Background: an optimization exercise with open tools, aiming at small area and a short achievable clock period. Do not read the settings as production practice.
The RTL was checked by simulation tests, not by an equivalence proof against the original design.
Power is estimated from default activity; no workload was simulated.

==> flow/design.v, too long to show whole: its modules and the start of the top module <==
// module gng_lzd: 144 lines
// module gng_coef_c2: 1897 lines
// module gng_coef_k1: 1825 lines
// module gng_coef_c0: 1909 lines
// module gng_interp: 1448 lines
module gng_interp (
    input clk,
    input rstn,
    input valid_in,
    input [63:0] data_in,
    output reg valid_out,
    output reg [15:0] data_out
);
  // ...
==> flow/run.sh <==
#!/bin/bash
# synth_recipe.tcl (not shown) runs the flow's synth.tcl, then flattens the netlist and writes it again
# the make line also repeats each setting of config.mk as NAME=value (left out here)
make -C /OpenROAD-flow-scripts/flow DESIGN_CONFIG=/design/flow/config.mk WORK_HOME=/design/flow/orfs CLKGATE_MAP_FILE= SYNTH_SCRIPT=/design/flow/synth_recipe.tcl finish
==> flow/config.mk <==
export PLATFORM = sky130hd
export DESIGN_NAME = gng_interp
export DESIGN_NICKNAME = gng_interp
export VERILOG_FILES = /design/flow/design.v
export SDC_FILE = /design/flow/constraint.sdc
export NUM_CORES = 4
export LEC_CHECK = 0
export ABC_AREA = 1
export CAP_MARGIN = 20
export CORE_MARGIN = 2
export CORE_UTILIZATION = 45
export SETUP_SLACK_MARGIN = 5
export SLEW_MARGIN = 20
export SYNTH_MEMORY_MAX_BITS = 16384
==> flow/constraint.sdc <==
create_clock -name core_clock -period 8.0 [get_ports {clk}]
set_input_delay 1.6000 -clock core_clock [delete_from_list [all_inputs] [get_ports {clk}]]
set_output_delay 1.6000 -clock core_clock [all_outputs]
set_load 0.01 [all_outputs]
==> flow_summary.toml, run 1 <==
[status]
outcome = "timing/DRC/antenna clean"

[final_layout]
regMostFlops = "cs2_4"
inverters = 641
seq_cell_count = 506
final_util = 0.496
largest_class = "multi-input gates"
drive_above_1_share = 0.0729
nets = 4761
final-clk-cell-share = 0.0496
syn_to_final_growth_pct = 9.77
nonClockBufferCount = 111
top_regs = "cs2_4: 95 flops, cs1_2: 94 flops"

[cts]
clk_pin_slew_ps = 70

[pwr]
clkPwrFrac = 0.185
top_power_group = "combinational logic"
p_leak_nw = 18.8
switchingPower_mw = 6.09
cell_internal_pwr_mw = 7.73
pwr-share-seq = 0.297
seq_cell_power_mw = 4.11

[run]
maxCapViolCount = 0

[min_path]
holdCritPathClass = "register to register"
min_from = "o6[11]"

[logic_synthesis]
netlist_top_cells_area = "dfxtp_1 (30%), fa_1 (12%), nand2_1 (8.6%)"
synthTopCellsByCount = "nand2_1 (768), inv_1 (610), dfxtp_1 (506)"

[die]
die_area_um2 = 76600
die_w_um = 277
start_util = 0.452

[global_routing]
met1_usage = 0.515
grt_pass1_wl_um = 223000
grt_use_total = 0.393
grt_pass1_vias = 33403

[sta]
period_minus_slack_ps = 3040
clock_skew_ps = 34.0
finalHoldViolCount = 0
rsz0062_at_grt = "true"
setup_ws_ps = 4960
finalSetupViolCount = 0

[setup_path]
cp_num_cells = 10
cp_data_required_time_ps = 8440
path_class = "register to register"

[drt]
num_vias = 33436
highest_layer = "met5"

[placed_design]
place_inst = 5273
==> run 2: changes to the inputs <==
--- a/flow/config.mk
+++ b/flow/config.mk
@@ -9,6 +9,8 @@
 export CAP_MARGIN = 20
 export CORE_MARGIN = 2
 export CORE_UTILIZATION = 45
+export CTS_CLUSTER_DIAMETER = 100
+export CTS_CLUSTER_SIZE = 30
 export SETUP_SLACK_MARGIN = 5
 export SLEW_MARGIN = 20
 export SYNTH_MEMORY_MAX_BITS = 16384
==> run 2 against run 1 <==
Effect of this change:
- register-to-register slack worse by 60 ps
- largest cell class unchanged
- sequential power barely moved
- highest routed layer unchanged
- synthesized cell count stayed put
- utilization down 1.4 points
- non-clock buffer count unchanged
- sequential share of layout area grew 0.82 points
==> flow_summary.toml, run 2 <==
[status]
outcome = "timing/DRC/antenna clean"

[final_layout]
syn_to_final_growth_pct = 6.65
regMostFlops = "cs2_4"
final_util = 0.482
top_regs = "cs2_4: 95 flops, cs1_2: 94 flops"
drive_above_1_share = 0.0606
nets = 4733
fillerInstances = 7172
layout_common_cells = "nand2_1 (764), inv_1 (608), dfxtp_1 (456)"
final_common_cell = "nand2_1"
largest_reg_flops = 95

[drt]
firstDrtPassIters = 7
drc = 0
drtIter0Drc = 4530
routed_via_density = 6.16
routed_wirelength_um = 150000
detail-route-antenna-nets = 0
num_vias = 32718
routedWlPerCell_um = 28.3

[cts]
h-tree-depth = 1
cts-buffers-inserted = 24
cts-root-buf = "clkbuf_16"
clock_latency_ps = 640
clockBufferDepth = 3
cts_tree = "yes"
cts_num_sinks = 506
holdBufCountCts = 0
clk_pin_slew_ps = 120

[setup_path]
crit_path_max_incr_delay_ps = 610
worstSetupEndpointType = "register"
cp_slowest_cell = "a21oi_1"
endpoint = "k1_1[5]"
cpMostUsedCell = "nand3_1"
cp_num_buf_inv = 0
crit_start = "l0[5]"
cp.arrival_ps = 3530
cp_num_cells = 8
r2r_end = "k1_1[5]"
cp_top_family = "simple AND/OR/NAND/NOR gates"
startpoint_type = "register"
r2r_slack_ps = 4890
r2r_cells = 8
path_class = "register to register"
timing.rr.start = "l0[5]"
cp_data_required_time_ps = 8420
path_cells = "nand2_2 > nand2_1 > a21oi_1 > nand3_1 > o21ai_0 > nand3_1 > nor2_1 > nand3_1"
path_max_fanout = 11

[logic_synthesis]
synth_top_area_frac = 0.303
synthTopCellsByCount = "nand2_1 (768), inv_1 (610), dfxtp_1 (506)"
yosysTopAreaCell = "dfxtp_1"
yosysMostFrequentCell = "nand2_1"
synth-seq-cells = 506
netlist_top_cells_area = "dfxtp_1 (30%), fa_1 (12%), nand2_1 (8.6%)"
yosysUniqueCellTypes = 58
avgSynthCellArea_um2 = 7.62
synthFlopType = "dfxtp_1"
synth_edf_count = 0
yosysSeqAreaShare = 0.303
syn_inst = 4393
synthArstFlopShare = 0
yosys_warnings = 2
synth_area_um2 = 33500
syn_nets = 4791

[die]
die_area_um2 = 76600
num_rows = 100
start_util = 0.452
die_w_um = 277
die_y_um = 277
io_pins = 84
core_area_um2 = 74100

[min_path]
holdCritPathClass = "register to register"

[global_routing]
grt_max_degree = 31
overflow = 0
grt_pass1_vias = 32473
grt_use_total = 0.383
antenna_found_initial = 2
grt_pass1_wl_um = 218000

[sta]
relSlewSlack = 0.224
holdWs_ps = 332
finalHoldViolCount = 0
finalSetupViolCount = 0
setup_ws_ps = 4890
tns_ps = 0
rsz0062_at_grt = "true"
slew_violations = 0
max_freq_ghz = 0.322
clock_skew_ps = 43.3
fin_crit_sh = 0.388
period_minus_slack_ps = 3110
worst_pin_slew_ps = 1150

[placed_design]
gp_congestion = 1.10
place_ws_ps = 4500
portBuffers = 83
hpwl_um = 118000

[run]
maxCapViolCount = 0

[pwr]
p_leak_nw = 18.3
irDropWorstVdd_mv = 0.261
p_per_area_nw_per_um2 = 348
[run 2: metrics by stage]
step           power [mW]  area (um2)  instances
2_1_floorplan        8.80       33500       4393
3_3_place_gp         10.4       34800       5273
3_5_place_dp         10.8       34800       5273
4_1_cts              12.3       35600       5311
5_1_grt              13.6       35700       5311
6_report             12.4       35700       5314
[run 2: worst min-delay path by stage]
stage                  start          end  slack (ps)  depth (start not counted)
CTS                   o7[13]       o8[13]         340                          0
detailed placement  k1_1[16]    cs1_2[93]         310                          0
global placement    c0_3[11]    cs2_4[87]         310                          0
finish              k1_1[12]    cs1_2[88]         330                          0
global route           o8[7]  data_out[7]         340                          0
floorplan            c0_2[0]      c0_3[0]         310                          0
[run 2: layout make-up]
class                           instances  area [um2]  share of cell area
Multi-Input combinational cell       3051       20100               0.562
Sequential cell                       506       10200               0.286
Inverter                              641        2430              0.0680
Tap cell                              969        1210              0.0340
Timing Repair Buffer                  111        1020              0.0286
Clock buffer                           25         614              0.0172
Clock inverter                          8         161             0.00452
Antenna cell                            3        7.51            0.000210
[run 2: power breakdown]
group | switching, mW | internal [mW]
registers | 0.717 | 3.36
clock network | 0.884 | 0.593
logic | 4.08 | 2.79
[run 2: cell families after synthesis]
| logic type | Yosys count | synth area share |
|---|---|---|
| compound gates | 657 | 0.116 |
| xor+xnor | 283 | 0.0740 |
| fa+ha+maj | 331 | 0.171 |
| buf+inv | 836 | 0.0989 |
| flops | 506 | 0.303 |
| simple gates | 1780 | 0.238 |
[run 2: timing repair]
action                     in CTS  in global routing
setup endpoints to repair      61                 54
gates resized for setup        33                 50
buffers inserted                5                  0
[run 2: routing by layer]
layer / up-vias / routed length (um) / GRT usage
li1: 14161 / - / -
met1: 15621 / 59800 / 0.507
met2: 2369 / 62800 / 0.576
met3: 563 / 18900 / 0.112
met4: 4 / 8790 / 0.177
met5: - / 26 / 0
==> run 3: changes to the inputs <==
--- a/flow/config.mk
+++ b/flow/config.mk
@@ -9,8 +9,7 @@
 export CAP_MARGIN = 20
 export CORE_MARGIN = 2
 export CORE_UTILIZATION = 45
-export CTS_CLUSTER_DIAMETER = 100
-export CTS_CLUSTER_SIZE = 30
+export CTS_BUF_LIST = sky130_fd_sc_hd__clkbuf_8
 export SETUP_SLACK_MARGIN = 5
 export SLEW_MARGIN = 20
 export SYNTH_MEMORY_MAX_BITS = 16384
==> run 3 against run 2 <==
Effect of this change:
- routed wire length increased by 2.1%
- die area unchanged
- critical path depth increased by 2
- design area increased by 2.8%
- count of clock-buffer cells in the layout increased by 77
- critical path type unchanged
- global-route usage increased by 0.92 points
- total power increased by 8.9%
- still clean on timing, DRC and antenna
==> flow_summary.toml, run 3 <==
[final_layout]
fillerInstances = 7020
top_regs = "cs2_4: 95 flops, cs1_2: 94 flops"
regMostFlops = "cs2_4"
final_common_cell = "nand2_1"
drive_above_1_share = 0.0823
layout_common_cells = "nand2_1 (763), inv_1 (624), dfxtp_1 (456)"
syn_to_final_growth_pct = 9.58
largest_reg_flops = 95
nets = 4794

[logic_synthesis]
syn_inst = 4393
yosysTopAreaCell = "dfxtp_1"
yosysMostFrequentCell = "nand2_1"
yosysUniqueCellTypes = 58
synth_edf_count = 0
synthFlopType = "dfxtp_1"
netlist_top_cells_area = "dfxtp_1 (30%), fa_1 (12%), nand2_1 (8.6%)"
avgSynthCellArea_um2 = 7.62
synth-seq-cells = 506
yosysSeqAreaShare = 0.303
syn_nets = 4791
synthArstFlopShare = 0
yosys_warnings = 2
synth_area_um2 = 33500
synth_top_area_frac = 0.303
synthTopCellsByCount = "nand2_1 (768), inv_1 (610), dfxtp_1 (506)"

[setup_path]
cp_slowest_cell = "dfxtp_1"
cp.arrival_ps = 3650
startpoint_type = "register"
path_max_fanout = 12
crit_start = "o1[2]"
timing.rr.start = "o1[2]"
cp_data_required_time_ps = 8560
path_cells = "nand2_2 > nand2_1 > inv_1 > nand2_1 > nor2_1 > nand2_1 > o21ai_0 > nand2_1 > a21oi_1 > nand2_1"
worstSetupEndpointType = "register"
crit_path_max_incr_delay_ps = 610
path_class = "register to register"
cpMostUsedCell = "nand2_1"

[sta]
finalHoldViolCount = 0
period_minus_slack_ps = 3090
slew_violations = 0
relSlewSlack = 0.239
tns_ps = 0
max_freq_ghz = 0.324
rsz0062_at_grt = "true"
worst_pin_slew_ps = 1130
finalSetupViolCount = 0
clock_skew_ps = 79.3
fin_crit_sh = 0.386

[pwr]
p_per_area_nw_per_um2 = 369
irDropWorstVdd_mv = 0.272
p_total_mw = 13.5
p_leak_nw = 18.9

[placed_design]
hpwl_um = 118000
portBuffers = 83
gp_congestion = 1.10

[cts]
cts-buffers-inserted = 85
clk_pin_slew_ps = 60
clockBufferDepth = 3
cts_num_sinks = 506
clock_latency_ps = 730
cts_tree = "yes"
h-tree-depth = 3
cts-root-buf = "clkbuf_8"
holdBufCountCts = 0

[global_routing]
grt_pass1_vias = 33415
grt_max_degree = 19
grt_use_total = 0.392
grt_use_met2 = 0.582
met1_usage = 0.509
overflow = 0
grt_pass1_wl_um = 222000
busiest_layer = "met2"
antenna_found_initial = 3
met3_usage = 0.129

[die]
start_util = 0.452
die_area_um2 = 76600
num_rows = 100
io_pins = 84
die_y_um = 277
core_area_um2 = 74100
die_w_um = 277

[drt]
drc = 0
routedWlPerCell_um = 28.3
detail-route-antenna-nets = 0
routed_via_density = 6.17
num_vias = 33526
drtIter0Drc = 4627
routed_wirelength_um = 153000
firstDrtPassIters = 9

[status]
outcome = "timing/DRC/antenna clean"

[min_path]
holdCritPathClass = "register to register"
min_from = "o6[11]"

[run]
maxCapViolCount = 0
-- run 3: cell count changes in the layout (fill, tap and decap cells not counted), sizes merged --
cell	before	now
clkdlybuf4s15	0	6
inv	638	657
clkbuf	25	103
clkinv	8	25
clkinvlp	3	5
bufinv	0	3
diode	3	1
dlygate4sd2	17	10
-- run 3: path summary, 6_finish.rpt --
check,end,slack [ps],depth (start not counted)
max,c0_2[1],4910,10
min,o7[11],320,0
max reg2reg,c0_2[1],4910,10
min reg2reg,o7[11],320,0
-- run 3: critical path: cells and delay by family, from the launching register on --
kind	cells	cell delay, ps
flip-flops	1	610
AO/OA/AOI/OAI	2	510
buffers and inverters	1	180
AND/OR/NAND/NOR	7	1590
-- run 3: final cells by class --
cell class | count | area [um2] | share of cell area
Tap cell | 969 | 1210 | 0.0331
Timing Repair Buffer | 111 | 1020 | 0.0279
Sequential cell | 506 | 10200 | 0.278
Antenna cell | 1 | 2.50 | 0.0000682
Clock inverter | 49 | 367 | 0.00999
Inverter | 641 | 2420 | 0.0660
Multi-Input combinational cell | 3051 | 20100 | 0.547
Clock buffer | 102 | 1400 | 0.0383
-- run 3: stage by stage --
step                      instance area (um2)  instances  hold slack (ps)  utilization  worst slack (ps)
final                                   36700       5430              317        0.495              4910
after global routing                    36700       5430              327        0.495              4980
after CTS                               36600       5427              320        0.494              5000
after detailed placement                34800       5273              312        0.470              4500
after global placement                  34800       5273              310        0.470              4610
after floorplan                         33500       4393              310            -              5170
-- run 3: layer usage --
layer / wire length (um) / vias to the layer above / part of all wire
li1: - / 14354 / -
met1: 60100 / 15807 / 0.39
met2: 63300 / 2649 / 0.41
met3: 20100 / 714 / 0.13
met4: 9870 / 2 / 0.064
met5: 18 / - / 0.00012
-- run 3: repair_timing --
| action | in CTS | in global routing |
|---|---|---|
| endpoints found under the hold margin | 0 | 0 |
| cloned | 0 | 0 |
| buffers inserted | 3 | 2 |
| gates resized for setup | 37 | 53 |
| endpoints found under the setup margin | 63 | 56 |
| pin swaps | 0 | 0 |
-- run 3: power breakdown --
group	internal, mW	switching (mW)	total, mW
Sequential	3.37	0.730	4.10
Clock	1.27	1.11	2.39
Combinational	2.83	4.21	7.05
Total	7.48	6.06	13.5
-- run 3: logic make-up (layout without fill, tap and decap cells) --
logic type / count (synthesis) / in the layout / share of synthesized area
AND/OR/NAND/NOR: 1780 / 1780 / 0.238
AO/OA/AOI/OAI: 657 / 657 / 0.116
adder cells (fa/ha/maj): 331 / 331 / 0.171
XOR/XNOR: 283 / 283 / 0.0740
flip-flops: 506 / 506 / 0.303
other: 0 / 1 / 0
buffers and inverters: 836 / 903 / 0.0989
==> run 4: changes to the inputs <==
--- a/flow/config.mk
+++ b/flow/config.mk
@@ -8,8 +8,7 @@
 export ABC_AREA = 1
 export CAP_MARGIN = 20
 export CORE_MARGIN = 2
-export CORE_UTILIZATION = 45
-export CTS_BUF_LIST = sky130_fd_sc_hd__clkbuf_8
+export CORE_UTILIZATION = 50
 export SETUP_SLACK_MARGIN = 5
 export SLEW_MARGIN = 20
 export SYNTH_MEMORY_MAX_BITS = 16384
==> run 4 against run 3 <==
Effect of this change:
- still clean on timing, DRC and antenna
- clock skew fell by 24 ps
- design area is 0.34% lower
- sequential share of layout area rose by 0.11 points
- clock power rose by 4%
- critical path depth unchanged
- area after synthesis unchanged
- count of clock-buffer cells in the layout fell by 43
- non-clock buffer count grew 1
- largest cell class unchanged
- largest power group unchanged
==> flow_summary.toml, run 4 <==
[cts]
cts-buffers-inserted = 50
cts-root-buf = "clkbuf_16"
cts_num_sinks = 506
clock_latency_ps = 640
clk_pin_slew_ps = 70
clockBufferDepth = 3
cts_tree = "yes"
holdBufCountCts = 0
h-tree-depth = 2

[setup_path]
r2r_end = "k1_1[7]"
r2r_slack_ps = 4960
cp_slowest_cell = "dfxtp_1"
cp.arrival_ps = 3520
path_max_fanout = 13
path_class = "register to register"
worstSetupEndpointType = "register"
timing.rr.start = "o0[2]"
r2r_cells = 10
path_cells = "inv_1 > nand2_1 > nand2_1 > nand2_1 > nor2_1 > nand3_1 > nor3_2 > o21ai_0 > nor2_1 > nand2_1"
cp_data_required_time_ps = 8480
crit_path_max_incr_delay_ps = 610
cpMostUsedCell = "nand2_1"
startpoint_type = "register"

[logic_synthesis]
netlist_top_cells_area = "dfxtp_1 (30%), fa_1 (12%), nand2_1 (8.6%)"
synthArstFlopShare = 0
syn_nets = 4791
synthTopCellsByCount = "nand2_1 (768), inv_1 (610), dfxtp_1 (506)"
yosysUniqueCellTypes = 58
syn_inst = 4393
synth_area_um2 = 33500
synthFlopType = "dfxtp_1"
yosys_warnings = 2
yosysSeqAreaShare = 0.303
synth_edf_count = 0
synth-seq-cells = 506
avgSynthCellArea_um2 = 7.62
synth_top_area_frac = 0.303
yosysMostFrequentCell = "nand2_1"
yosysTopAreaCell = "dfxtp_1"

[final_layout]
nets = 4760
final_common_cell = "nand2_1"
fillerInstances = 5844
syn_to_final_growth_pct = 9.21
drive_above_1_share = 0.0738
top_regs = "cs2_4: 95 flops, cs1_2: 94 flops"
regArea_um2 = 10200
layout_common_cells = "nand2_1 (765), inv_1 (608), dfxtp_1 (452)"
regMostFlops = "cs2_4"
final_cells = 5267
largest_reg_flops = 95
postLayoutCellArea_um2 = 36600
multiInputGateArea_um2 = 20100

[sta]
finalHoldViolCount = 0
tns_ps = 0
worst_pin_slew_ps = 1110
max_freq_ghz = 0.329
fin_crit_sh = 0.380
period_minus_slack_ps = 3040
slew_violations = 0
setup_ws_ps = 4960
finalSetupViolCount = 0
rsz0062_at_grt = "false"
clock_skew_ps = 55.3
relSlewSlack = 0.253

[placed_design]
gp_congestion = 1.15
placed_area_um2 = 34700
portBuffers = 83
place_inst = 5168
place_ws_ps = 4430
hpwl_um = 110000

[pwr]
irDropWorstVdd_mv = 0.352
p_total_mw = 13.9
p_per_area_nw_per_um2 = 381
p_leak_nw = 18.7

[die]
core_area_um2 = 66000
start_util = 0.507
die_y_um = 263
die_w_um = 263
die_area_um2 = 69000
io_pins = 84
num_rows = 94

[global_routing]
grt_pass1_wl_um = 221000
antenna_found_initial = 1
grt_max_degree = 19
grt_use_total = 0.426
grt_pass1_vias = 34575
overflow = 0

[run]
maxCapViolCount = 0

[min_path]
holdCritPathClass = "register to register"
min_to = "o8[1]"
hold_path_depth = 0
min_from = "o7[1]"

[drt]
routedWlPerCell_um = 28.6
detail-route-antenna-nets = 0
drtIter0Drc = 5817
firstDrtPassIters = 9
num_vias = 34130
routed_via_density = 6.48
routed_wirelength_um = 150000
drc = 0

[status]
outcome = "timing/DRC/antenna clean"
run 4: cell counts after synthesis:
No cell type changed its count.
run 4: critical path, delay by kind of cell (launching register included):
kind                   cells  cell delay, ps
buffers and inverters      1             300
AO/OA/AOI/OAI              1             200
flip-flops                 1             610
AND/OR/NAND/NOR            8            1790
run 4: per-layer routing:
layer | up-vias | GRT usage | wire (um)
met5 | - | 0 | 0
met4 | 0 | 0.263 | 12100
li1 | 14265 | - | -
met2 | 3081 | 0.641 | 63000
met3 | 932 | 0.146 | 20700
met1 | 15852 | 0.524 | 54600
run 4: stage by stage:
step	utilization	hold WS [ps]
floorplan	-	310
global placement	0.525	310
detailed placement	0.525	312
CTS	0.553	316
global route	0.554	326
finish	0.554	321
run 4: how the worst max path moves through the flow:
stage                       start        end
after floorplan            bx3[8]  cs2_4[56]
after global placement       rstn      o0[1]
after detailed placement  bx1[11]  cs1_2[63]
after CTS                 bx1[14]  cs1_2[51]
after global routing      u3n[15]  cs2_4[47]
final                       o0[2]    k1_1[7]
run 4: area by class of cell:
class                   count  area share
multi-input cells        3051       0.549
flip-flops and latches    506       0.279
inverters                 641      0.0664
clock buffers              59      0.0368
well taps                 864      0.0296
repair buffers            112      0.0280
clock inverters            33      0.0115
diodes                      1   0.0000685
run 4: kinds of logic (layout without fill, tap and decap cells):
| logic type | Yosys count | count (layout) | synth area share |
|---|---|---|---|
| AOI/OAI and AO/OA | 657 | 657 | 0.116 |
| DFF | 506 | 506 | 0.303 |
| and+or+nand+nor | 1780 | 1780 | 0.238 |
| other | 0 | 1 | 0 |
| adders and majority gates | 331 | 331 | 0.171 |
| buffers and inverters | 836 | 845 | 0.0989 |
| xor gates and xnor gates | 283 | 283 | 0.0740 |
run 4: repair_timing:
action | in CTS | in global routing
gates cloned | 0 | 0
resized for setup | 34 | 54
setup endpoints to repair | 65 | 53
setup buffers | 6 | 0
run 4: power breakdown:
part / switching [mW] / internal, mW
registers: 0.780 / 3.37
logic: 4.45 / 2.86
clock network: 1.07 / 1.42
==> run 5: changes to the inputs <==
==> flow/flow/run.sh (new file) <==
#!/bin/bash
set -euo pipefail
MARGIN=$(cat flow/margin.txt)
sed -E "s/SETUP_SLACK_MARGIN=[-0-9.]+/SETUP_SLACK_MARGIN=${MARGIN}/" standard.sh > standard_margin.sh
grep -q "SETUP_SLACK_MARGIN=${MARGIN} " standard_margin.sh
bash standard_margin.sh > flow_make.log 2>&1
==> flow/flow/margin.txt (new file) <==
5.3
==> flow/standard.sh (new file) <==
#!/bin/bash
# synth_recipe.tcl (not shown) runs the flow's synth.tcl, then flattens the netlist and writes it again
# the make line also repeats each setting of config.mk as NAME=value (left out here)
make -C /OpenROAD-flow-scripts/flow DESIGN_CONFIG=/design/flow/config.mk WORK_HOME=/design/flow/orfs CLKGATE_MAP_FILE= SYNTH_SCRIPT=/design/flow/synth_recipe.tcl "${@:-finish}"
--- a/flow/config.mk
+++ b/flow/config.mk
@@ -8,7 +8,7 @@
 export ABC_AREA = 1
 export CAP_MARGIN = 20
 export CORE_MARGIN = 2
-export CORE_UTILIZATION = 50
+export CORE_UTILIZATION = 45
 export SETUP_SLACK_MARGIN = 5
 export SLEW_MARGIN = 20
 export SYNTH_MEMORY_MAX_BITS = 16384
removed: flow/run.sh
==> run 5 against run 4 <==
Effect of this change:
- routed wire length shrank 5.4%
- area after synthesis did not move
- total power decreased by 0.44%
- flip-flop and latch count is the same
- critical path depth fell by 4
- synthesized cell count is the same
- clock skew decreased by 20 ps
- global-route usage down 6.5 points
- critical endpoint is now c2n_1[9]
==> flow_summary.toml, run 5 <==
[sta]
worst_pin_slew_ps = 984
max_freq_ghz = 0.361
clock_skew_ps = 35.1
tns_ps = 0
setup_ws_ps = 5230
slew_violations = 0
fin_crit_sh = 0.346
period_minus_slack_ps = 2770
relSlewSlack = 0.337
finalHoldViolCount = 0
rsz0062_at_grt = "true"
finalSetupViolCount = 0

[logic_synthesis]
syn_inst = 4393
synth_area_um2 = 33500
muxShareOfSynthArea = 0
synthTopCellsByCount = "nand2_1 (768), inv_1 (610), dfxtp_1 (506)"
yosys_warnings = 2
syn_nets = 4791
synth_compound_area_frac = 0.116
synth_top_family_by_area = "simple AND/OR/NAND/NOR gates"
yosysTopAreaCell = "dfxtp_1"
yosysSeqAreaShare = 0.303
synth_top_area_frac = 0.303
synth_edf_count = 0
synth-seq-cells = 506
synthFlopType = "dfxtp_1"
synthSimpleGateAreaFrac = 0.238
yosysUniqueCellTypes = 58
yosysMostFrequentCell = "nand2_1"
netlist_top_cells_area = "dfxtp_1 (30%), fa_1 (12%), nand2_1 (8.6%)"
synth_xor_area_frac = 0.0740
synthArstFlopShare = 0
avgSynthCellArea_um2 = 7.62
synthAdderAreaFrac = 0.171

[final_layout]
regMostFlops = "cs2_4"
regArea_um2 = 10400
fillerInstances = 7135
nets = 4786
final_common_cell = "nand2_1"
largest_reg_flops = 95
syn_to_final_growth_pct = 12.6
layout_common_cells = "nand2_1 (737), inv_1 (606), dfxtp_1 (405)"
multiInputGateArea_um2 = 20500
diodes = 0
top_regs = "cs2_4: 95 flops, cs1_2: 94 flops"
drive_above_1_share = 0.112

[cts]
clockBufferDepth = 3
cts_tree = "yes"
holdBufCountCts = 0
cts-buffers-inserted = 53
h-tree-depth = 2
clock_latency_ps = 630
cts_num_sinks = 506
cts-root-buf = "clkbuf_16"
clk_pin_slew_ps = 60

[setup_path]
cp_num_buf_inv = 0
path_max_fanout = 9
startpoint_type = "register"
cp_top_family = "simple AND/OR/NAND/NOR gates"
cp_slowest_cell = "dfxtp_1"
cp_data_required_time_ps = 8450
worstSetupEndpointType = "register"
cp.arrival_ps = 3220
path_cells = "nand2_1 > nand2_1 > nor2_1 > nand4_1 > nand4_1 > nor3_1"
crit_path_max_incr_delay_ps = 760
path_class = "register to register"

[drt]
routed_via_density = 6.11
drc = 0
detail-route-antenna-nets = 0
drtIter0Drc = 4505
firstDrtPassIters = 9
routed_wirelength_um = 142000
routedWlPerCell_um = 26.4
num_vias = 33011

[status]
outcome = "timing/DRC/antenna clean"

[die]
die_w_um = 277
die_area_um2 = 76600
core_area_um2 = 74100
start_util = 0.452
num_rows = 100
die_y_um = 277
io_pins = 84

[min_path]
holdCritPathClass = "register to register"

[placed_design]
place_ws_ps = 4540
hpwl_um = 108000
gp_congestion = 1.13
portBuffers = 83

[pwr]
clkPwrFrac = 0.191
p_sw_frac = 0.425
irDropWorstVdd_mv = 0.244
power_frac_comb = 0.513
p_per_area_nw_per_um2 = 368
cell_internal_pwr_mw = 7.98
p_leak_nw = 19.3
pwr-share-seq = 0.296
switchingPower_mw = 5.90

[run]
maxCapViolCount = 0

[global_routing]
grt_max_degree = 19
overflow = 0
grt_use_total = 0.361
antenna_found_initial = 3
grt_pass1_vias = 32489
grt_pass1_wl_um = 209000
run 5: stage by stage:
stage	cell area, um2	cells	hold slack [ps]	utilization	total power, mW
2_1_floorplan	33600	4393	310	-	8.81
3_3_place_gp	34700	5263	311	0.469	10.4
3_5_place_dp	34700	5263	312	0.469	10.7
4_1_cts	36900	5378	325	0.498	13.5
5_1_grt	37700	5401	322	0.509	15.2
6_report	37700	5401	314	0.509	13.9
run 5: worst register-to-register path, stage by stage, from the launching register on:
cell and delay, ps:
dfxtp_1 760, nand2_1 480, nand2_1 410, nor2_1 210
nand4_1 150, nand4_1 220, nor3_1 390
run 5: cell families (layout without fill, tap and decap cells):
family,count (synthesis),after routing
and+or+nand+nor,1780,1780
xor gates and xnor gates,283,283
buffers and inverters,836,875
DFF,506,506
adders and majority gates,331,331
AOI/OAI and AO/OA,657,657
run 5: final cells by class:
cell class,count,area share
sequential,506,0.275
multi-input combinational,3051,0.543
timing repair buffer,135,0.0345
inverter,641,0.0649
clock inverter,30,0.0112
tap,969,0.0322
clock buffer,69,0.0394
run 5: layer usage:
| metal | vias up | GRT usage | wire [um] |
|---|---|---|---|
| li1 | 14323 | - | - |
| met1 | 15516 | 0.463 | 54900 |
| met2 | 2487 | 0.548 | 59700 |
| met3 | 681 | 0.119 | 18700 |
| met4 | 4 | 0.173 | 9000 |
| met5 | - | 0 | 27 |
run 5: power by group through the flow:
stage / Combinational [mW] / Clock [mW] / Sequential [mW]
finish: 7.13 / 2.65 / 4.11
global route: 8.23 / 2.80 / 4.18
CTS: 6.75 / 2.68 / 4.06
detailed placement: 6.65 / 0 / 4.09
global placement: 6.33 / 0 / 4.08
floorplan: 5.16 / 0 / 3.65
run 5: final timing paths:
| path | start | end | slack, ps | cells past startpoint |
|---|---|---|---|---|
| worst max-delay path | l0c[4] | c2n_1[9] | 5230 | 6 |
| worst min-delay path | k1_1[13] | cs1_2[90] | 310 | 0 |
| worst max register to register | l0c[4] | c2n_1[9] | 5230 | 6 |
| worst min register to register | k1_1[13] | cs1_2[90] | 310 | 0 |
run 5: repair_timing:
| action | in CTS | in global routing |
|---|---|---|
| pin swaps | 11 | 59 |
| setup buffers | 16 | 23 |
| endpoints found under the setup margin | 100 | 118 |
| gates resized for setup | 184 | 210 |
| endpoints found under the hold margin | 0 | 0 |
==> run 6: changes to the inputs <==
==> flow/flow/margin.txt (replaced) <==
5.45
==> run 6 against run 5 <==
Effect of this change:
- still clean on timing, DRC and antenna
- critical path depth up 4
- area after synthesis unchanged
- clock skew grew 36 ps
- utilization grew 3.8 points
- non-clock buffer count is 190 higher
- maximum frequency increased by 0.92%
- cell count is 3.6% higher
- count of clock-buffer cells in the layout is 8 lower
- routed wire length up 13%
- worst setup slack improved by 25 ps
- critical path type unchanged
- highest routed layer unchanged
==> flow_summary.toml, run 6 <==
[setup_path]
r2r_cells = 10
timing.rr.start = "cs1_2[65]"
cp.arrival_ps = 3260
path_cells = "fa_2 > ha_4 > nand2_2 > a21oi_1 > nor2_2 > nand2_4 > a21oi_4 > nand2_4 > fa_2 > inv_1"
cp_data_required_time_ps = 8520
r2r_slack_ps = 5260
worstSetupEndpointType = "register"
crit_path_max_incr_delay_ps = 670
path_max_fanout = 3
path_class = "register to register"
startpoint_type = "register"
r2r_end = "u3n[12]"
cp_slowest_cell = "fa_2"

[min_path]
hold_path_depth = 0
min_to = "o8[15]"
min_from = "o7[15]"
holdCritPathClass = "register to register"

[final_layout]
regArea_um2 = 10400
postLayoutCellArea_um2 = 40500
regMostFlops = "cs2_4"
top_regs = "cs2_4: 95 flops, cs1_2: 94 flops"
layout_common_cells = "nand2_1 (712), inv_1 (585), dfxtp_1 (404)"
drive_above_1_share = 0.189
largest_reg_flops = 95
nets = 4978
fillerInstances = 6573
multiInputGateArea_um2 = 21600
syn_to_final_growth_pct = 21.1
final_common_cell = "nand2_1"

[drt]
drtIter0Drc = 4444
routed_via_density = 6.26
routedWlPerCell_um = 28.8
firstDrtPassIters = 10
routed_wirelength_um = 161000
drc = 0
detail-route-antenna-nets = 0
num_vias = 35029

[global_routing]
overflow = 0
grt_max_degree = 19
grt_pass1_wl_um = 220000
antenna_found_initial = 6
grt_use_total = 0.386
grt_pass1_vias = 34031

[die]
die_w_um = 277
num_rows = 100
die_area_um2 = 76600
core_area_um2 = 74100
start_util = 0.452
die_y_um = 277
io_pins = 84

[logic_synthesis]
synthArstFlopShare = 0
yosysSeqAreaShare = 0.303
synth_edf_count = 0
synth_top_area_frac = 0.303
synthTopCellsByCount = "nand2_1 (768), inv_1 (610), dfxtp_1 (506)"
yosysTopAreaCell = "dfxtp_1"
synth_area_um2 = 33500
syn_nets = 4791
yosysUniqueCellTypes = 58
yosysMostFrequentCell = "nand2_1"
synthFlopType = "dfxtp_1"
syn_inst = 4393
netlist_top_cells_area = "dfxtp_1 (30%), fa_1 (12%), nand2_1 (8.6%)"
yosys_warnings = 2
synth-seq-cells = 506
avgSynthCellArea_um2 = 7.62

[cts]
clockBufferDepth = 3
clk_pin_slew_ps = 80
cts_num_sinks = 506
holdBufCountCts = 0
cts_tree = "yes"
h-tree-depth = 2
clock_latency_ps = 670
cts-root-buf = "clkbuf_16"
cts-buffers-inserted = 55

[sta]
max_freq_ghz = 0.365
holdWs_ps = 281
fin_crit_sh = 0.343
relSlewSlack = 0.397
finalHoldViolCount = 0
slew_violations = 0
finalSetupViolCount = 0
period_minus_slack_ps = 2740
rsz0062_at_grt = "true"
clock_skew_ps = 71.0
worst_pin_slew_ps = 903
tns_ps = 0

[run]
maxCapViolCount = 0

[status]
outcome = "timing/DRC/antenna clean"

[pwr]
p_leak_nw = 20.6
p_per_area_nw_per_um2 = 377
irDropWorstVdd_mv = 0.232

[placed_design]
hpwl_um = 110000
portBuffers = 83
gp_congestion = 1.08
placed_area_um2 = 34900
## run 6: cell types whose count changed in the layout (fill, tap and decap cells not counted), sizes merged, moves of 4 or more
cell           before  now
dlygate4sd2         0   17
clkdlybuf4s50      46    6
clkdlybuf4s15       0   12
clkinv             15   23
clkbuf             69   73
buf                69  255
## run 6: logic make-up (layout without fill, tap and decap cells)
family	Yosys count	after routing	share of synthesized area
simple gates	1780	1780	0.238
buf+inv	836	1065	0.0989
compound gates	657	657	0.116
flops	506	506	0.303
fa+ha+maj	331	331	0.171
xor+xnor	283	283	0.0740
other cells	0	3	0
## run 6: metal layers
layer | track usage | part of all wire | vias to the layer above
li1 | - | - | 14702
met3 | 0.0867 | 0.11 | 1077
met2 | 0.616 | 0.44 | 2894
met5 | 0 | 0.00018 | -
met4 | 0.284 | 0.10 | 4
met1 | 0.458 | 0.35 | 16352
## run 6: timing repair
| action | CTS | global route |
|---|---|---|
| gates resized for setup | 368 | 361 |
| pin swaps | 60 | 193 |
| setup buffers | 88 | 125 |
| endpoints found under the hold margin | 0 | 0 |
| endpoints found under the setup margin | 148 | 154 |
| gates cloned | 0 | 1 |
## run 6: worst max path at each step
stage | start | to | cells past startpoint
2_1_floorplan | data_in[43] | l0[0] | 10
3_3_place_gp | data_in[7] | l0[1] | 11
3_5_place_dp | data_in[15] | l0[7] | 12
4_1_cts | data_out[3] | data_out[3] | 1
5_1_grt | bx1[12] | cs1_2[33] | 8
6_report | cs1_2[65] | u3n[12] | 10
## run 6: worst max-delay path, delay by kind of cell, from the launching register on
kind            cells  cell delay [ps]
simple gates        4              520
fa+ha+maj           3             1420
compound gates      2              250
flops               1              340
buf+inv             1               30
## run 6: per-stage QoR
stage	power (mW)	cells	utilization	setup WS, ps
6_report	15.3	5594	0.547	5260
5_1_grt	16.4	5591	0.547	5240
4_1_cts	14.0	5465	0.516	5270
3_5_place_dp	10.9	5278	0.472	4540
3_3_place_gp	10.6	5278	0.472	4550
2_1_floorplan	8.86	4393	-	5340
## run 6: layout make-up
cell class	instances	share of cell area
multi-input cells	3051	0.532
well taps	969	0.0299
inverters	641	0.0610
flip-flops and latches	506	0.257
clock buffers	61	0.0352
diodes	3	0.000185
repair buffers	325	0.0720
clock inverters	38	0.0129
## run 6: where the power goes
group	total (mW)	leakage [nW]	internal, mW	switching, mW
clock	2.71	0.945	1.57	1.14
combinational	8.55	15.4	3.53	5.02
sequential	4.05	4.26	3.40	0.650
total	15.3	20.6	8.50	6.80

what the ideal ports hide:
No port has a modelled driver above. Below, the same layouts with a new extraction and two added sets of constraints.
Step 1 sets driving cells, clkbuf_16 on the clock port and buf_2 on the other inputs (assumed; they add their load-dependent delay and slew).
Step 2 times the ports against the registers' clock, not the clock port: input delays grow and output delays shrink by t, the midpoint of the rising clock arrivals with the driver on.
Slacks: ideal ports / drivers / drivers and shift; pairs: ideal ports / drivers.
| run | t, ns | setup slack, ns | worst setup path after step 2 | worst data-port slew with drivers (ns) | pins driven straight from the clock port |
|---|---|---|---|---|---|
| run 1 | 0.664 | 4.955 / 4.955 / 4.550 | input to register | 0.06 | 1 |
| run 2 | 0.686 | 4.894 / 4.894 / 4.613 | input to register | 0.06 | 1 |
| run 3 | 0.756 | 4.909 / 4.909 / 4.545 | input to register | 0.06 | 1 |
| run 4 | 0.676 | 4.961 / 4.954 / 4.546 | input to register | 0.05 | 1 |
| run 5 | 0.674 | 5.233 / 5.233 / 4.712 | input to register | 0.05 | 1 |
| run 6 | 0.702 | 5.258 / 5.238 / 4.825 | input to register | 0.07 | 1 |
After both steps every run listed still meets setup and hold. For run 5, which loses most, drivers alone change the setup slack by 0.000 ns; drivers and shift together by -0.521 ns.
